From an optimization exercise on the open Yosys and OpenROAD flow, aimed at small area; shortcuts taken in it are not production practice.
In this exercise RTL edits were held to simulation tests only and were not proved equivalent to the original.
Power figures rest on the tool's default switching activity, not on a simulated workload.

red:
// IKAOPM
module IKAOPM #(parameter FULLY_SYNCHRONOUS = 1, parameter FAST_RESET = 0) (
    input   wire            i_EMUCLK,  
    input   wire            i_phiM_PCEN_n,  
    input   wire            i_IC_n,    
    output  wire            o_phi1,
    input   wire            i_CS_n,
    input   wire            i_RD_n,
    input   wire            i_WR_n,
    input   wire            i_A0,
    input   wire    [7:0]   i_D,
    output  wire    [7:0]   o_D,
    output  wire            o_D_OE,
    output  wire            o_CT2,  
    output  wire            o_CT1,  
    output  wire            o_IRQ_n,
    output  wire            o_SH1,
    output  wire            o_SH2,
    output  wire            o_SO,
    output  wire            o_EMU_R_SAMPLE, o_EMU_L_SAMPLE,
    output  wire signed     [15:0]  o_EMU_R_EX, o_EMU_L_EX,
    output  wire signed     [15:0]  o_EMU_R, o_EMU_L
);
wire            phi1pcen_n, phi1ncen_n;
wire            mrst_n;
wire            cycle_31, cycle_01;                      
wire            cycle_12_28, cycle_05_21, cycle_byte;    
wire            cycle_05, cycle_10;                      
wire            cycle_03, cycle_00_16, cycle_01_to_16;   
wire            cycle_04_12_20_28;                       
wire            cycle_29, cycle_06_22;                   
wire            cycle_12, cycle_15_31;                   
wire    [4:0]   nfrq;
wire            lfo_noise;
wire            noise_attenlevel;
wire    [7:0]   lfrq;
wire    [6:0]   pmd, amd;
wire    [1:0]   w;
wire            lfrq_update;
wire    [7:0]   lfa, lfp;
wire    [6:0]   kc;
wire    [5:0]   kf;
wire    [2:0]   pms, pms_t1;
  ...
Size: about 9,000 cells after synthesis, roughly 4,200 flip-flops, about 97 I/O pins, roughly 160,000 um^2 of cells after synthesis.
==> flow/config.mk <==
export PLATFORM = sky130hd
export DESIGN_NAME = IKAOPM
export DESIGN_NICKNAME = IKAOPM
export VERILOG_FILES = /design/flow/design.v
export SDC_FILE = /design/flow/constraint.sdc
export NUM_CORES = 4
export LEC_CHECK = 0
export CAP_MARGIN = 20
export CORE_MARGIN = 2
export CORE_UTILIZATION = 70
export CTS_BUF_LIST = sky130_fd_sc_hd__clkbuf_8
export CTS_CLUSTER_DIAMETER = 70
export CTS_CLUSTER_SIZE = 17
export PLACE_DENSITY = 0.82
export SLEW_MARGIN = 20
==> flow/constraint.sdc <==
create_clock -name core_clock -period 10.0 [get_ports {i_EMUCLK}]
set_input_delay 2.0000 -clock core_clock [delete_from_list [all_inputs] [get_ports {i_EMUCLK}]]
set_output_delay 2.0000 -clock core_clock [all_outputs]
set_load 0.01 [all_outputs]
run.sh (not shown) runs the stock make flow with config.mk's settings and CLKGATE_MAP_FILE= SYNTH_SCRIPT=/design/flow/synth_recipe.tcl, a recipe that flattens the netlist after the stock synthesis.
What blue does differently from red at the input level:
- CTS_CLUSTER_SIZE: 17 -> 20
- CTS_CLUSTER_DIAMETER: 70 -> 55
==> comparison <==
- When the final numbers for blue and red were put side by side, the final critical-path setup slack turned out to be greater in blue.
- Diff red..blue | final design area excluding fillers | negligible
- blue closes out successfully: all stages finished, all timing, DRC and antenna checks passed.
- Layout overhead on the synthesized area: blue vs red, no meaningful difference
- On power: blue sits above red.
- Slew at the pin with the worst max-slew slack came out lower on blue than on red.
- The minimum clock period after layout in blue sits 0.033 ns below the value recorded for red.
- There was hardly any difference in via count between blue and red.
## Diff of input files: green against blue
- swapping 70 for 72 in CORE_UTILIZATION
- swapping 20 for 15 in CTS_CLUSTER_SIZE
- swapping 55 for 60 in CTS_CLUSTER_DIAMETER
==> results.txt <==
No crash in green: every stage finished, but the layout fails its final checks due to antenna rules.
Antenna diode count for green: 13 up relative to blue
Relative to blue, the sum of met3 wire segment lengths after detailed routing measured on green has increased by more than 10%.
Detailed-route vias per instance in green is about 1.6% higher than in blue
The minimum setup slack in the final design number comes out lower for blue vs green.
Lower shortest clock period the worst path allows after layout was reported by green, not blue.
The fraction of layout instances using a drive strength above 1 was comparable across blue and green.
Compared green vs blue, and starting utilization of the core area is up in green.
For the number of tapcells, green came in 4.6% lower than blue did.
The wire length of green was inferior to that of blue.
Here is what was changed in the inputs of orange compared with green.
- swapping 72 for 70 in CORE_UTILIZATION
Status for green and orange: clean finish in orange only. orange against green: tap cell instance count now larger, final cell count without fillers has increased. Of green and orange, the higher aggregate routed wire length belongs to green. End of the critical path: PG.cyc1r_saturated_pitchval[1] -> green, PG.cyc1r_saturated_pitchval[3] -> orange. Taking green as the reference, in orange count of fill cells added during filler insertion up 11%; register-to-register slack flat; highest clock frequency the design can meet flat; slack of the critical path down 0.0062 ns. Any difference in design area between green and orange is small enough to ignore. Of green and orange, the run reporting the lower worst slack on hold paths was green. green and orange ended up with nearly the same overall power. Relative to green, the clock buffer instance count of the final layout measured on orange has increased slightly.
Input-level comparison between purple and orange:
- a change of CTS_CLUSTER_SIZE from 15 to 18
==> comparison <==
Hold violation count in the final report delta (purple -> orange): insignificant. Data required time at the worst endpoint in purple is 0.02 ns lower than in orange. purple: flow completed, timing, DRC and antenna clean. orange ran to completion and came out clean on the timing, DRC and antenna checks. Taking orange as the reference, in purple final setup slack of the worst path shrank by 0.013 ns, design area lower, global-route wire length before repair now sits lower, peak fanout along the critical path stayed essentially flat.


== oak ==
IKAOPM, a different RTL version from the one above (not shown whole).
For scale: about 4500 flip-flops, ~97 I/O pins, ~0.16 mm^2 of cells after synthesis.
==> flow/config.mk <==
export PLATFORM = sky130hd
export DESIGN_NAME = IKAOPM
export DESIGN_NICKNAME = IKAOPM
export VERILOG_FILES = /design/flow/design.v
export SDC_FILE = /design/flow/constraint.sdc
export NUM_CORES = 4
export LEC_CHECK = 0
export CAP_MARGIN = 20
export CORE_MARGIN = 2
export CORE_UTILIZATION = 65
export CTS_BUF_LIST = sky130_fd_sc_hd__clkbuf_8
export CTS_CLUSTER_DIAMETER = 40
export CTS_CLUSTER_SIZE = 18
export PLACE_DENSITY = 0.75
export SLEW_MARGIN = 20
==> flow/constraint.sdc <==
create_clock -name core_clock -period 10.0 [get_ports {i_EMUCLK}]
set_input_delay 2.0000 -clock core_clock [delete_from_list [all_inputs] [get_ports {i_EMUCLK}]]
set_output_delay 2.0000 -clock core_clock [all_outputs]
set_load 0.01 [all_outputs]
### oak -> pine
-- flow/config.mk --
<<< oak, line 9
export CORE_MARGIN = 2
export CORE_UTILIZATION = 65
export CTS_BUF_LIST = sky130_fd_sc_hd__clkbuf_8
export CTS_CLUSTER_DIAMETER = 40
export CTS_CLUSTER_SIZE = 18
export PLACE_DENSITY = 0.75
export SLEW_MARGIN = 20
>>> pine, line 9
export CORE_MARGIN = 2
export CORE_UTILIZATION = 65
export CTS_BUF_LIST = sky130_fd_sc_hd__clkbuf_16
export CTS_CLUSTER_DIAMETER = 50
export CTS_CLUSTER_SIZE = 30
export PLACE_DENSITY = 0.75
export SLEW_MARGIN = 20
### Flow results
oak has a higher fraction of standard cell area that is sequential than pine.
The setup slack of pine is smaller than that of oak.
On share of power burned in combinational logic, oak and pine are neck and neck.
Summary of the comparison: worst IR drop on VDD is higher in pine, relative to oak.
Part of the total power dissipated in sequential elements in pine is 3.3 points lower than in oak
Of oak and pine, the run reporting the lower length of routed met3 wiring was oak.
Critical path data arrival time: pine > oak
From pine to oak, cell depth of the worst min-delay path did not move at all.
Final area for pine: 0.0019 mm^2 up relative to oak
Portion of the clock cycle consumed by the worst path in the final layout: pine vs oak up 0.28 points
According to the power report, total power for pine is higher than for oak.

-- port drivers added, routing unchanged --
In the flow no input, the clock included, has a driving cell. The finished layouts below were timed again as built, in two steps. Step 1 assumes that a clkbuf_16 drives the clock port and a buf_2 every other input. Step 2, shift: input delay + t, output delay - t, t = (earliest + latest rising clock arrival at the registers) / 2. This alone moves slack from input paths to output paths. Slacks: ideal ports / drivers / drivers and shift; pairs: ideal ports / drivers.
| run | t, ns | setup WS [ns] | slew at the worst register clock pin (ns) | worst slew at a driven data input, ns |
|---|---|---|---|---|
| red | 1.119 | 2.491 / 2.491 / 2.491 | 0.12 / 0.12 | 0.15 |
| blue | 1.115 | 2.524 / 2.524 / 2.524 | 0.12 / 0.12 | 0.14 |
| green | 1.152 | 2.543 / 2.543 / 2.543 | 0.12 / 0.12 | 0.11 |
| orange | 1.125 | 2.537 / 2.537 / 2.537 | 0.11 / 0.11 | 0.14 |
| purple | 1.131 | 2.525 / 2.525 / 2.525 | 0.11 / 0.11 | 0.14 |
| oak | 1.173 | 4.702 / 4.679 / 4.379 | 0.11 / 0.11 | 0.04 |
| pine | 1.064 | 4.673 / 4.651 / 4.294 | 0.11 / 0.11 | 0.04 |
For pine, which loses most, drivers alone change the setup slack by -0.022 ns; drivers and shift together by -0.379 ns.
